From an optimization exercise on the open Yosys and OpenROAD flow, aimed at small area, a short achievable clock period and few clock cycles; shortcuts taken in it are not production practice.
RTL that was checked went through simulation tests only; none was proved equivalent to the original.
No functional check of the RTL was part of run 2.

==> design.v <==
module bitcoin_hash(	input logic clk, reset_n, start,
								input logic [15:0] message_addr, output_addr,
								output logic done, mem_we,
								output logic [15:0] mem_addr,
								output logic [31:0] mem_write_data,
								input logic [31:0] mem_read_data);
enum logic [3:0] {IDLE, STEP1, STEP2, STEP3,STEP1b, STEP2b, STEP3b, STEP2c, STEP3c, COMPUTE1, COMPUTE2, COMPUTE3, PRE, WRITE} state;
localparam logic [2047:0] K_ALL = {
   32'H428a2f98,32'H71374491,32'Hb5c0fbcf,32'He9b5dba5,32'H3956c25b,32'H59f111f1,32'H923f82a4,32'Hab1c5ed5,
   32'Hd807aa98,32'H12835b01,32'H243185be,32'H550c7dc3,32'H72be5d74,32'H80deb1fe,32'H9bdc06a7,32'Hc19bf174,
   32'He49b69c1,32'Hefbe4786,32'H0fc19dc6,32'H240ca1cc,32'H2de92c6f,32'H4a7484aa,32'H5cb0a9dc,32'H76f988da,
   32'H983e5152,32'Ha831c66d,32'Hb00327c8,32'Hbf597fc7,32'Hc6e00bf3,32'Hd5a79147,32'H06ca6351,32'H14292967,
   32'H27b70a85,32'H2e1b2138,32'H4d2c6dfc,32'H53380d13,32'H650a7354,32'H766a0abb,32'H81c2c92e,32'H92722c85,
   32'Ha2bfe8a1,32'Ha81a664b,32'Hc24b8b70,32'Hc76c51a3,32'Hd192e819,32'Hd6990624,32'Hf40e3585,32'H106aa070,
   32'H19a4c116,32'H1e376c08,32'H2748774c,32'H34b0bcb5,32'H391c0cb3,32'H4ed8aa4a,32'H5b9cca4f,32'H682e6ff3,
   32'H748f82ee,32'H78a5636f,32'H84c87814,32'H8cc70208,32'H90befffa,32'Ha4506ceb,32'Hbef9a3f7,32'Hc67178f2
};
function logic [31:0] k(input logic [6:0] i);
   k = K_ALL[(63-i[5:0])*32 +: 32];
endfunction
logic [6:0]t;
logic [31:0] a,b,c,d,e,f,g,h; 
logic [31:0] H0, H1, H2, H3, H4, H5, H6, H7;
logic [31:0] B0,B1,B2,B3,B4,B5,B6,B7;
logic [31:0] A[8]; 
logic [31:0] w[16];
logic [31:0] rc;  
logic [3:0] nc;
logic [31:0] temp; 
function logic [31:0] rightrotate(input logic [31:0] x,
                                  input logic [7:0] r);
begin
    rightrotate = (x >> r) | (x << (32-r));
end
endfunction
function logic [255:0] sha256_op(input logic [31:0] a, b, c, d, e, f, g, temp);
    logic [31:0] S1, S0, cH, maj, t1, t2;  
begin
    S1 = rightrotate(e, 6) ^ rightrotate(e, 11) ^ rightrotate(e, 25);
    cH = (e & f) ^ ((~e) & g);
    t1 =  S1 + cH + temp;
    S0 = rightrotate(a, 2) ^ rightrotate(a, 13) ^ rightrotate(a, 22);
    maj = (a & b) ^ (a & c) ^ (b & c);
    t2 = S0 + maj;
    sha256_op = {t1 + t2, a, b, c, d + t1, e, f, g};
end
endfunction
function logic [31:0] wtnew(input logic [31:0] w0, w1, w9, w14);
 logic [31:0] s0, s1;
 s0 = rightrotate(w1,7)^rightrotate(w1,18)^(w1>>3);
 s1 = rightrotate(w14,17)^rightrotate(w14,19)^(w14>>10);
 wtnew = w0 + s0 + w9 + s1;
endfunction
always_ff @(posedge clk, negedge reset_n) 
	begin
    if (!reset_n) begin
    	state <= IDLE;	
		done<=0;
		mem_we<=0;
    end else 
    case (state)
    	IDLE: begin  
        	if (start) begin 
            mem_we <= 0;
				done <= 0;
				mem_addr <= message_addr; 
				rc<=1;
				nc<= 0;
				{H0, H1, H2, H3, H4, H5, H6, H7} <= {32'h6a09e667, 32'hbb67ae85, 32'h3c6ef372, 32'ha54ff53a, 32'h510e527f, 32'h9b05688c, 32'h1f83d9ab, 32'h5be0cd19};
				state <= STEP1;
			end
		end	
		STEP1: begin 
         mem_addr <= message_addr+rc; 
			rc<=rc+1;
			state <= STEP2;	  
		end	
		STEP2: begin  
			t <= 0;
			w[15]<=mem_read_data;  
			mem_addr <= message_addr+rc; 
			rc<=rc+1;
			state <= STEP3;
			{a,b,c,d,e,f,g,h} <= {H0, H1, H2, H3, H4, H5, H6, H7};							
		end		
		STEP3: begin  
         temp <= w[15]+k(t)+h; 
			for(int n=0; n<15;n ++) w[n] <= w[n+1]; 
			w[15]<=mem_read_data;  
			mem_addr <= message_addr+ rc; 
			rc<=rc+1;
			t<=t+1;
			state <= COMPUTE1;
		end
		COMPUTE1: begin
			if(t<65)begin
				for(int n=0; n<15;n ++) w[n] <= w[n+1];
				if(t<15) begin
					w[15] <=mem_read_data;
					mem_addr <= message_addr+rc; 
					rc<=rc+1;
				end else begin
					w[15] <=wtnew(w[0], w[1], w[9], w[14]);
					mem_addr <= message_addr+16; 
					rc<=17;
				end
				{a, b, c, d, e, f, g, h} <= sha256_op(a, b, c, d, e, f, g, temp);  
				t<=t+1;
				temp<= w[15]+k(t)+g;
				state<=COMPUTE1;
			end else begin  
				{B0,B1,B2,B3,B4,B5,B6,B7}<={H0 + a,H1 +b,H2 +c,H3 + d,H4 + e,H5 + f,H6 + g,H7 +h};
				state<=STEP1b;
			end	
		end
		STEP1b:begin
		{H0,H1,H2,H3,H4,H5,H6,H7}<={B0,B1,B2,B3,B4,B5,B6,B7};
		mem_addr <= message_addr+rc; 
		rc<=rc+1;
		state <= STEP2b;
		end
		STEP2b: begin  
			w[15]<=mem_read_data;  
			mem_addr <= message_addr+rc; 
			rc<=rc+1;
			for (int n = 0; n < 15; n++) w[n] <= w[n+1];			
			t <= 0;
			{a,b,c,d,e,f,g,h}<={H0,H1,H2,H3,H4,H5,H6,H7};
			state <= STEP3b;			
		end		
		STEP3b: begin  
         	temp <= w[15]+k(t)+h; 
			for(int n=0; n<15;n ++) w[n] <= w[n+1]; 
			w[15]<=mem_read_data;  
			mem_addr <= message_addr+ rc; 
			rc<=rc+1;
			state<=COMPUTE2;
			t<=t+1;
		end
		COMPUTE2:begin 
			if(t<65)begin  
				{a, b, c, d, e, f, g, h} <= sha256_op(a, b, c, d, e, f, g, temp);  
				temp<= w[15]+k(t)+g;				
				for(int n=0; n<15;n ++) w[n] <= w[n+1];
				if(t<2) begin w[15] <=mem_read_data;
				mem_addr <= message_addr+rc;
				rc<=rc+1;
				end else if(t==2) w[15] <= nc;
				else if(t==3) w[15] <=32'h80000000;
				else if(t<14) w[15] <= 32'h00000000;
				else if(t==14) w[15]<=32'h00000280;					
				else w[15]<=wtnew(w[0], w[1], w[9], w[14]);
				t<=t+1;
				state<=COMPUTE2;
			end else begin  
				{A[0], A[1], A[2], A[3], A[4], A[5], A[6], A[7]} <= {H0 + a, H1 + b, H2 + c, H3 + d, H4 + e, H5 + f, H6 + g, H7 + h};					
            	{H0, H1, H2, H3, H4, H5, H6, H7} <= {32'h6a09e667, 32'hbb67ae85, 32'h3c6ef372, 32'ha54ff53a, 32'h510e527f, 32'h9b05688c, 32'h1f83d9ab, 32'h5be0cd19};
				t<=0;
				state<=STEP2c;
			 end  
		end 
		STEP2c: begin  
			w[15]<=A[t];  
			{a,b,c,d,e,f,g,h}<={H0,H1,H2,H3,H4,H5,H6,H7};
			state <= STEP3c;			
		end		
		STEP3c: begin  
         	temp <= w[15]+k(t)+h; 
			for(int n=0; n<15;n ++) w[n] <= w[n+1]; 
			w[15]<=A[t+1];
			t<=t+1;
			state<=COMPUTE3;
		end
		COMPUTE3:begin
			if(t<65)begin 
				{a, b, c, d, e, f, g, h} <= sha256_op(a, b, c, d, e, f, g, temp);  
				temp<= w[15]+k(t)+g; 
				for(int n=0; n<15;n ++) w[n] <= w[n+1];
				if(t<7) w[15]<=A[t+1];
				else if(t==7) w[15] <=32'h80000000;
				else if(t>7 && t<14) w[15] <= 32'h00000000;
				else if(t==14) w[15]<=32'h00000100;
				else w[15]<=wtnew(w[0], w[1], w[9], w[14]);
				t<=t+1;
				state<=COMPUTE3;
			end else begin  
            mem_we<=1;
				mem_addr<=output_addr+nc;
				mem_write_data <= H0+a;
				rc<=16;
				state <= WRITE;					
			end  
		end  
		WRITE: begin
			if (nc< 15) begin
				state <= STEP1b; 
				nc<=nc+1;
				mem_we <= 0;
				mem_addr <= message_addr + rc;
				rc<=rc+1;
			end else begin  
				state <= IDLE;
				done <= 1;
				mem_we <= 0;
			end
		end
	endcase
 end
endmodule
==> run.sh <==
#!/bin/bash
# synth_recipe.tcl (not shown) runs the flow's synth.tcl, then flattens the netlist and writes it again
# the make line also repeats each setting of config.mk as NAME=value (left out here)
make -C /OpenROAD-flow-scripts/flow DESIGN_CONFIG=/design/flow/config.mk WORK_HOME=/design/flow/orfs CLKGATE_MAP_FILE= SYNTH_SCRIPT=/design/flow/synth_recipe.tcl finish
==> config.mk <==
export PLATFORM = sky130hd
export DESIGN_NAME = bitcoin_hash
export DESIGN_NICKNAME = bitcoin_hash
export VERILOG_FILES = /design/flow/design.v
export SDC_FILE = /design/flow/constraint.sdc
export NUM_CORES = 8
export LEC_CHECK = 0
export CAP_MARGIN = 20
export CORE_MARGIN = 2
export CORE_UTILIZATION = 40
export SLEW_MARGIN = 20
==> constraint.sdc <==
create_clock -name core_clock -period 8.5 [get_ports {clk}]
set_input_delay 1.7000 -clock core_clock [delete_from_list [all_inputs] [get_ports {clk}]]
set_output_delay 1.7000 -clock core_clock [all_outputs]
set_load 0.01 [all_outputs]
==> impl_metrics.toml, run 1 <==
[timing]
finalMaxSlewViolations = 0
fin_setup_tns_ns = 0
fin_crit_sh = 0.910
rsz0062_at_grt = "no"
final_hold_viol_count = 0
clock.fmax_ghz = 0.129
fin_crit_ns = 7.74
setup_viol = 0
worstMarginPinSlew_ns = 1.26
skew_ns = 0.0676
relSlewSlack = 0.153

[synthesis]
synth_common_cells = "edfxtp_1, nand2_1, a21oi_1, xnor2_1, ha_1"
yosysTopAreaCell = "edfxtp_1"
ys_warn_count = 3
synth-edff-count = 1643
avgSynthCellArea_um2 = 11.6
netlist_area_um2 = 91000
synth_nets = 8554
synth_flop_cell = "edfxtp_1"
ys_seq_area_frac = 0.544
synthArstFlopShare = 0.00364
synth_cell_types = 97
synth_top_cell_area_share = 0.542
syn_inst = 7877
ys_ff_latch = 1649
netlist_top_cells_area = "edfxtp_1, ha_1, xnor2_1"
post-synth-top-count-cell = "edfxtp_1"

[die]
initial_core_util = 0.401
rows = 175
chipHeight_um = 481
die_area_um2 = 231000
core_area_um2 = 227000
num_io_pins = 117
die_w_um = 481

[clock_network]
cts.sinks = 1649
cts_tree = "built"
root_buffer = "clkbuf_16"
clkTransAtPathRegs_ns = 0.06
numCtsBuffers = 186
clk_latency_ns = 0.86
cts_setup_buffers = 0
cts.path.max_buffers = 3
cts_hold_buffers = 0
h-tree-depth = 4
ctsResizeCount = 0

[route]
post_drt_wl_per_cell_um = 29.7
vias = 66000
drc_errors = 0
vias_per_cell = 5.91
drt_wl_total_um = 332000
drtAntennaViolNets = 0
drtIter0Drc = 8285
drtPass1Iterations = 10

[hold_path]
holdPathStages = 0
hold_class = "register to register"

[critical_path]
r2r_setup_slack_ns = 0.76
crit_slowest_cell = "o21ai_0"
cpPeakStageDelay_ns = 0.97
crit-reg2reg-launch = "e[12]"
cp-start-kind = "register"
timing_worst_setup_path_type = "register to register"
crit_path_frequent_cell = "o21ai_0"
crit_start = "e[12]"
cp.arrival_ns = 8.19
crit_fanout = 7
cp-endpoint = "e[30]"
critical_path_required_ns = 8.95
cp_top_family = "compound AO/OA/AOI/OAI gates"
ff2ff_path_depth = 26
crit_buf_inv = 1
critPathCaptureType = "register"
crit_cells = 26
reg2reg_to = "e[30]"

[place]
globalplace.congestion = 1.01
portBuffers = 116
hpwl_um = 245000
dp.cells = 10800
placed_area_um2 = 96100

[grt]
grt.total_usage = 0.282
antenna_found_initial = 31
grt_start_max_net_pins = 209
grt_pass1_vias = 62700
grt-ovfl-total = 0
grt_pass1_wl_um = 467000

[cells_and_area]
syn_to_final_growth_pct = 12.5
largest_register_ff_count = 512
largest-register = "w"
nFillCells = 21000
drive_gt1_frac = 0.0783
nNetsFinal = 8659
instances_no_fill = 11200
fin_area_um2 = 102000

[outcome]
outcome = "timing/DRC/antenna clean"

[run]
drv_cap = 0
==> per-stage QoR <==
| stage | setup WS (ns) | hold slack [ns] | utilization |
|---|---|---|---|
| 5_1_grt | 0.231 | 0.421 | 0.451 |
| 6_report | 0.761 | 0.412 | 0.451 |
| 3_5_place_dp | 0.937 | 0.405 | 0.424 |
| 3_3_place_gp | 0.839 | 0.401 | 0.423 |
| 4_1_cts | 0.901 | 0.412 | 0.451 |
| 2_1_floorplan | 0.0330 | 0.400 | - |
==> cell usage in the layout (no fill, tap or decap), types with 104 or more instances in the layout <==
cell | Yosys | layout
inv_1 | 439 | 439
nand2_1 | 996 | 994
clkdlybuf4s50_1 | 0 | 116
mux2_2 | 139 | 139
and3_1 | 174 | 174
o21ai_0 | 395 | 391
a21o_1 | 233 | 232
xnor2_1 | 478 | 478
buf_4 | 0 | 124
edfxtp_1 | 1643 | 1643
nor2_1 | 365 | 358
fa_1 | 139 | 139
clkbuf_16 | 0 | 186
a21oi_1 | 518 | 516
xor2_1 | 210 | 210
nand3_1 | 104 | 104
or3_1 | 160 | 160
ha_1 | 471 | 467
==> area by class of cell <==
type                    count  area [µm²]  area share
inverters                 442        1660      0.0162
repair buffers            255        2410      0.0235
well taps                3009        3760      0.0368
multi-input cells        5448       38800       0.379
clock buffers             214        4760      0.0465
diodes                     17        42.5    0.000416
clock inverters           127        1450      0.0141
flip-flops and latches   1649       49500       0.483
==> layer usage <==
layer | up-vias | GRT usage | routed length (µm)
met3 | 559 | 0.0628 | 30800
met5 | - | 0 | 87
li1 | 29100 | - | -
met4 | 14 | 0.127 | 16900
met2 | 3235 | 0.415 | 142000
met1 | 33100 | 0.397 | 142000
==> worst min path at each step <==
stage	to	from	slack, ns
finish	w[11][14]	w[12][14]	0.41
global placement	w[3][21]	w[4][21]	0.40
CTS	w[4][24]	w[5][24]	0.41
global route	w[10][7]	w[11][7]	0.42
floorplan	w[10][0]	w[11][0]	0.40
detailed placement	w[10][7]	w[11][7]	0.40
==> kinds of logic after synthesis <==
kind of cell | count (synthesis) | synth area share
AND/OR/NAND/NOR | 2131 | 0.107
AO/OA/AOI/OAI | 1819 | 0.130
flip-flops | 1649 | 0.544
buffers and inverters | 780 | 0.0322
XOR/XNOR | 690 | 0.0667
adder cells (fa/ha/maj) | 614 | 0.0958
multiplexers | 194 | 0.0243
Testbench counts, summed over its fixed seeds: cycles 71,840.
==> run 2: changes to the inputs <==
==> design.v (replaced) <==
module bitcoin_hash(input logic clk, reset_n, start,
                    input logic [15:0] message_addr, output_addr,
                    output logic done, mem_we,
                    output logic [15:0] mem_addr,
                    output logic [31:0] mem_write_data,
                    input logic [31:0] mem_read_data);
localparam logic [2047:0] K_ALL = {
   32'h428a2f98,32'h71374491,32'hb5c0fbcf,32'he9b5dba5,32'h3956c25b,32'h59f111f1,32'h923f82a4,32'hab1c5ed5,
   32'hd807aa98,32'h12835b01,32'h243185be,32'h550c7dc3,32'h72be5d74,32'h80deb1fe,32'h9bdc06a7,32'hc19bf174,
   32'he49b69c1,32'hefbe4786,32'h0fc19dc6,32'h240ca1cc,32'h2de92c6f,32'h4a7484aa,32'h5cb0a9dc,32'h76f988da,
   32'h983e5152,32'ha831c66d,32'hb00327c8,32'hbf597fc7,32'hc6e00bf3,32'hd5a79147,32'h06ca6351,32'h14292967,
   32'h27b70a85,32'h2e1b2138,32'h4d2c6dfc,32'h53380d13,32'h650a7354,32'h766a0abb,32'h81c2c92e,32'h92722c85,
   32'ha2bfe8a1,32'ha81a664b,32'hc24b8b70,32'hc76c51a3,32'hd192e819,32'hd6990624,32'hf40e3585,32'h106aa070,
   32'h19a4c116,32'h1e376c08,32'h2748774c,32'h34b0bcb5,32'h391c0cb3,32'h4ed8aa4a,32'h5b9cca4f,32'h682e6ff3,
   32'h748f82ee,32'h78a5636f,32'h84c87814,32'h8cc70208,32'h90befffa,32'ha4506ceb,32'hbef9a3f7,32'hc67178f2
};
localparam logic [255:0] IV = {32'h6a09e667, 32'hbb67ae85, 32'h3c6ef372, 32'ha54ff53a,
                               32'h510e527f, 32'h9b05688c, 32'h1f83d9ab, 32'h5be0cd19};
function automatic logic [31:0] kc(input logic [5:0] i);
   kc = K_ALL[(63-i)*32 +: 32];
endfunction
function automatic logic [31:0] iv(input logic [2:0] i);
   iv = IV[(7-i)*32 +: 32];
endfunction
function automatic logic [31:0] rotr(input logic [31:0] x, input int r);
   rotr = (x >> r) | (x << (32-r));
endfunction
localparam logic [1:0] B_LOAD = 2'd0, B_ONE = 2'd1, B_TWO = 2'd2, B_THREE = 2'd3;
logic        busy;
logic [1:0]  blk;
logic [6:0]  cyc;
logic [3:0]  nonce;
logic [31:0] a, b, c, d, e, f, g, h, hk;
logic [31:0] w [16];
logic [31:0] ra [4];    
logic [31:0] re [4];    
logic [31:0] s0, s1, ch, mj, t1, a_rnd, e_rnd;
always_comb begin
   s1    = rotr(e, 6) ^ rotr(e, 11) ^ rotr(e, 25);
   ch    = (e & f) ^ (~e & g);
   s0    = rotr(a, 2) ^ rotr(a, 13) ^ rotr(a, 22);
   mj    = (a & b) ^ (a & c) ^ (b & c);
   t1    = hk + s1 + ch;
   a_rnd = t1 + s0 + mj;
   e_rnd = d + t1;
end
logic [31:0] wexp;
always_comb
   wexp = (rotr(w[14], 17) ^ rotr(w[14], 19) ^ (w[14] >> 10)) + w[9]
        + (rotr(w[1], 7) ^ rotr(w[1], 18) ^ (w[1] >> 3)) + w[0];
logic [31:0] kv;
always_comb begin
   if (cyc == 7'd67)
      kv = kc(6'd0);
   else if (cyc == 7'd62 && blk == B_THREE)
      kv = kc(6'd63) + iv(3'd0);            
   else
      kv = kc(cyc[5:0] + 6'd1);
end
logic [1:0] nblk;
always_comb
   case (blk)
      B_LOAD:  nblk = B_ONE;
      B_ONE:   nblk = B_TWO;
      B_TWO:   nblk = B_THREE;
      default: nblk = B_TWO;
   endcase
logic [31:0] wtop;
always_comb begin
   wtop = wexp;
   if (cyc >= 7'd52) begin
      if (nblk == B_ONE)
         wtop = mem_read_data;
      else if (nblk == B_TWO) begin
         if (cyc <= 7'd54)       wtop = mem_read_data;
         else if (cyc == 7'd55)  wtop = {28'd0, nonce};
         else if (cyc == 7'd56)  wtop = 32'h80000000;
         else if (cyc == 7'd67)  wtop = 32'h00000280;
         else                    wtop = 32'd0;
      end else begin
         if (cyc == 7'd60)       wtop = 32'h80000000;
         else if (cyc == 7'd67)  wtop = 32'h00000100;
         else                    wtop = 32'd0;
      end
   end
end
logic [1:0]  fj;
logic [31:0] ffa, ffe;
always_comb begin
   fj  = 2'd3 - (cyc[1:0] - 2'd1);     
   ffa = a + ((blk == B_ONE) ? iv({1'b0, fj}) : ra[3]);
   ffe = e + ((blk == B_ONE) ? iv({1'b1, fj}) : re[3]);
end
wire ff_win = (cyc >= 7'd61) && (cyc <= 7'd64);
wire inj    = (cyc >= 7'd64);
always_ff @(posedge clk) begin
   b <= a; c <= b; d <= c;
   f <= e; g <= f; h <= g;
   if (inj) begin
      if (nblk == B_TWO) begin
         a <= ra[0];
         e <= re[0];
      end else begin
         a <= iv({1'b0, 2'd3 - cyc[1:0]});    
         e <= iv({1'b1, 2'd3 - cyc[1:0]});    
      end
   end else begin
      a <= a_rnd;
      e <= e_rnd;
   end
   hk <= g + kv + w[1];
   ra[0] <= ra[1]; ra[1] <= ra[2]; ra[3] <= ra[0];
   re[0] <= re[1]; re[1] <= re[2]; re[3] <= re[0];
   if (blk == B_ONE && ff_win) begin
      ra[2] <= ffa;
      re[2] <= ffe;
   end else begin
      ra[2] <= ra[3];
      re[2] <= re[3];
   end
   for (int i = 0; i < 15; i++) w[i] <= w[i+1];
   w[15] <= wtop;
   if (blk == B_TWO && ff_win) begin
      case (cyc[1:0])
         2'd1: begin w[9] <= ffa; w[13] <= ffe; end    
         2'd2: begin w[7] <= ffa; w[11] <= ffe; end    
         2'd3: begin w[5] <= ffa; w[9]  <= ffe; end    
         2'd0: begin w[3] <= ffa; w[7]  <= ffe; end    
      endcase
   end
end
assign mem_write_data = a;
always_ff @(posedge clk, negedge reset_n) begin
   if (!reset_n) begin
      busy   <= 1'b0;
      done   <= 1'b0;
      mem_we <= 1'b0;
   end else begin
      mem_we <= 1'b0;
      if (!busy) begin
         if (start) begin
            busy <= 1'b1;
            done <= 1'b0;
         end
      end else if (blk == B_THREE && cyc == 7'd63) begin
         mem_we <= 1'b1;
      end else if (blk == B_THREE && cyc == 7'd64 && nonce == 4'd0) begin
         busy <= 1'b0;
         done <= 1'b1;
      end
   end
end
always_ff @(posedge clk) begin
   if (!busy) begin
      blk      <= B_LOAD;
      cyc      <= 7'd51;
      nonce    <= 4'd0;
      mem_addr <= message_addr;
   end else begin
      if (cyc == 7'd67) begin
         cyc <= 7'd0;
         blk <= nblk;
         if (blk == B_TWO) nonce <= nonce + 4'd1;
      end else
         cyc <= cyc + 7'd1;
      if (blk == B_LOAD)
         mem_addr <= mem_addr + 16'd1;
      else if (cyc == 7'd50)
         mem_addr <= message_addr + 16'd16;
      else if (cyc == 7'd51 || cyc == 7'd52)
         mem_addr <= mem_addr + 16'd1;
      else if (cyc == 7'd63)
         mem_addr <= output_addr + {12'd0, nonce - 4'd1};
   end
end
endmodule
==> run 2 against run 1 <==
  * Highest routed layer is now met4
  * Still clean
  * Critical endpoint is now hk[30]
  * Clock skew decreased by 0.0026 ns
  * Cell area decreased by 46%
==> impl_metrics.toml, run 2 <==
[outcome]
outcome = "timing/DRC/antenna clean"

[clock_network]
cts_setup_buffers = 0
cts_hold_buffers = 0
cts.sinks = 1056
h-tree-depth = 3
ctsResizeCount = 0
cts_tree = "built"
root_buffer = "clkbuf_16"
numCtsBuffers = 105
clk_latency_ns = 0.72
cts.path.max_buffers = 3
clkTransAtPathRegs_ns = 0.06

[route]
drc_errors = 0
vias = 37700
vias_per_cell = 5.54
drtAntennaViolNets = 0
drtIter0Drc = 3590
drtPass1Iterations = 6
post_drt_wl_per_cell_um = 24.5
drt_wl_total_um = 167000

[synthesis]
syn_inst = 5040
synth-edff-count = 16
ys_ff_latch = 1056
synth_nets = 5507
synth_cell_types = 98
ys_seq_area_frac = 0.441
synth_common_cells = "dfxtp_1, nand2_1, o21ai_0, xnor2_1, a21oi_1"
netlist_top_cells_area = "dfxtp_1, fa_1, xnor2_1"
synthArstFlopShare = 0.00284
yosysTopAreaCell = "dfxtp_1"
ys_warn_count = 4
avgSynthCellArea_um2 = 9.59
synth_flop_cell = "dfxtp_1"
netlist_area_um2 = 48300
synth_top_cell_area_share = 0.430
post-synth-top-count-cell = "dfxtp_1"

[grt]
grt-ovfl-total = 0
grt.total_usage = 0.266
grt_pass1_vias = 36200
grt_start_max_net_pins = 99
antenna_found_initial = 2
grt_pass1_wl_um = 243000

[critical_path]
critPathCaptureType = "register"
crit_fanout = 12
cp.arrival_ns = 7.57
r2r_setup_slack_ns = 1.53
ff2ff_path_depth = 22
cp-start-kind = "register"
timing_worst_setup_path_type = "register to register"
critical_path_required_ns = 9.10

[timing]
rsz0062_at_grt = "no"
final_hold_viol_count = 0
skew_ns = 0.0650
finalMaxSlewViolations = 0
setup_viol = 0
relSlewSlack = 0.215
worstMarginPinSlew_ns = 1.17
fin_crit_ns = 6.97
clock.fmax_ghz = 0.144
fin_setup_tns_ns = 0
fin_crit_sh = 0.820

[cells_and_area]
largest-register = "w"
nNetsFinal = 5570
final_cell_mix = "dfxtp_1, nand2_1, o21ai_0"
final_common_cell = "dfxtp_1"
drive_gt1_frac = 0.0587
instances_no_fill = 6806
fin_area_um2 = 55100
syn_to_final_growth_pct = 14.0
nFillCells = 11500
largest_register_ff_count = 512

[place]
placed_area_um2 = 51300
dp.cells = 6608
globalplace.congestion = 0.979
portBuffers = 116
hpwl_um = 129000

[die]
initial_core_util = 0.403
core_area_um2 = 120000
num_io_pins = 117
rows = 127
chipHeight_um = 352
die_area_um2 = 124000
die_w_um = 352

[run]
drv_cap = 0

[hold_path]
hold_class = "register to register"
holdPathStages = 0
[run 2: cell types whose count changed after synthesis, sizes merged, moves of 133 or more]
| cell | before | now |
|---|---|---|
| dfxtp | 0 | 1037 |
| edfxtp | 1643 | 16 |
| ha | 471 | 237 |
| a21oi | 519 | 313 |
| and3 | 174 | 34 |
| mux2 | 139 | 6 |
| or3 | 160 | 17 |
| nand2 | 996 | 503 |
| inv | 439 | 278 |
| clkbuf | 316 | 180 |
[run 2: final cells by class]
cell class / instances / area (µm²) / share of cell area
multi-input combinational: 3480 / 25200 / 0.458
sequential: 1056 / 21300 / 0.387
clock buffer: 142 / 2950 / 0.0535
tap: 1612 / 2020 / 0.0366
timing repair buffer: 178 / 1650 / 0.0300
inverter: 282 / 1060 / 0.0192
clock inverter: 55 / 858 / 0.0156
antenna: 1 / 2.50 / 0.0000454
[run 2: metal layers]
layer | routed length, µm | vias to the layer above | global-route usage
met1 | 74600 | 18400 | 0.368
met5 | 0 | - | 0
met3 | 9820 | 303 | 0.0316
li1 | - | 17600 | -
met2 | 75700 | 1367 | 0.425
met4 | 6930 | 0 | 0.103
[run 2: cell families after synthesis]
logic type	count (synthesis)	share of synthesized area
XOR/XNOR	482	0.0878
multiplexers	51	0.0110
AND/OR/NAND/NOR	1176	0.108
adder cells (fa/ha/maj)	423	0.134
flip-flops	1056	0.441
AO/OA/AOI/OAI	1348	0.179
buffers and inverters	504	0.0394
[run 2: worst paths after layout]
path | start | end
hold / removal | ra[1][7] | ra[0][7]
max in group asynchronous | reset_n | done
min in group asynchronous | reset_n | mem_we
setup / recovery | cyc[1] | hk[30]
setup reg to reg | cyc[1] | hk[30]
hold reg to reg | ra[1][7] | ra[0][7]
[run 2: per-stage QoR]
| step | setup slack, ns | hold WS, ns | util |
|---|---|---|---|
| after floorplan | 2.65 | 0.310 | - |
| after global placement | 1.72 | 0.309 | 0.428 |
| after detailed placement | 1.66 | 0.312 | 0.428 |
| after CTS | 1.66 | 0.303 | 0.460 |
| after global routing | 1.22 | 0.312 | 0.460 |
| final | 1.53 | 0.303 | 0.460 |
[run 2: critical path, cell delays in order (launching register included)]
cell      delay, ns
dfxtp_1        0.59
clkinv_1       0.50
ha_1           0.82
buf_4          0.30
ha_1           0.56
nand2_1        0.24
a31oi_1        0.32
a21oi_1        0.06
o21ai_0        0.41
nor2_1         0.16
fa_1           0.53
inv_1          0.04
ha_1           0.23
a21o_1         0.17
a21o_1         0.16
a21oi_1        0.15
o21ai_1        0.07
a21o_1         0.18
a41o_1         0.27
a211oi_2       0.29
nor3_1         0.17
or4b_1         0.51
and3_1         0.17

==> afterwards: timing with drivers on the ports <==
The flow's constraints put no driver on any port. The routed layouts listed below were extracted and timed again, unchanged, in two steps.
Step 1, drivers: a clkbuf_16 drives clk and a buf_2 each remaining input, both assumed.
Step 2 moves the port delays by t, midway between the first and last clock arrival at a register: inputs arrive t later, outputs are due t later. That takes back most of the time a late clock gives input paths.
a / b / c = no drivers / after step 1 / after step 2; a / b = the first two.
| run | t (ns) | setup slack, ns | hold WS [ns] | pins driven straight from the clock port |
|---|---|---|---|---|
| run 1 | 0.919 | 0.761 / 0.761 / 0.761 | 0.412 / 0.412 / 0.412 | 1 |
| run 2 | 0.760 | 1.532 / 1.532 / 1.532 | 0.303 / 0.303 / 0.303 | 1 |
After both steps setup and hold are still met in every run listed.
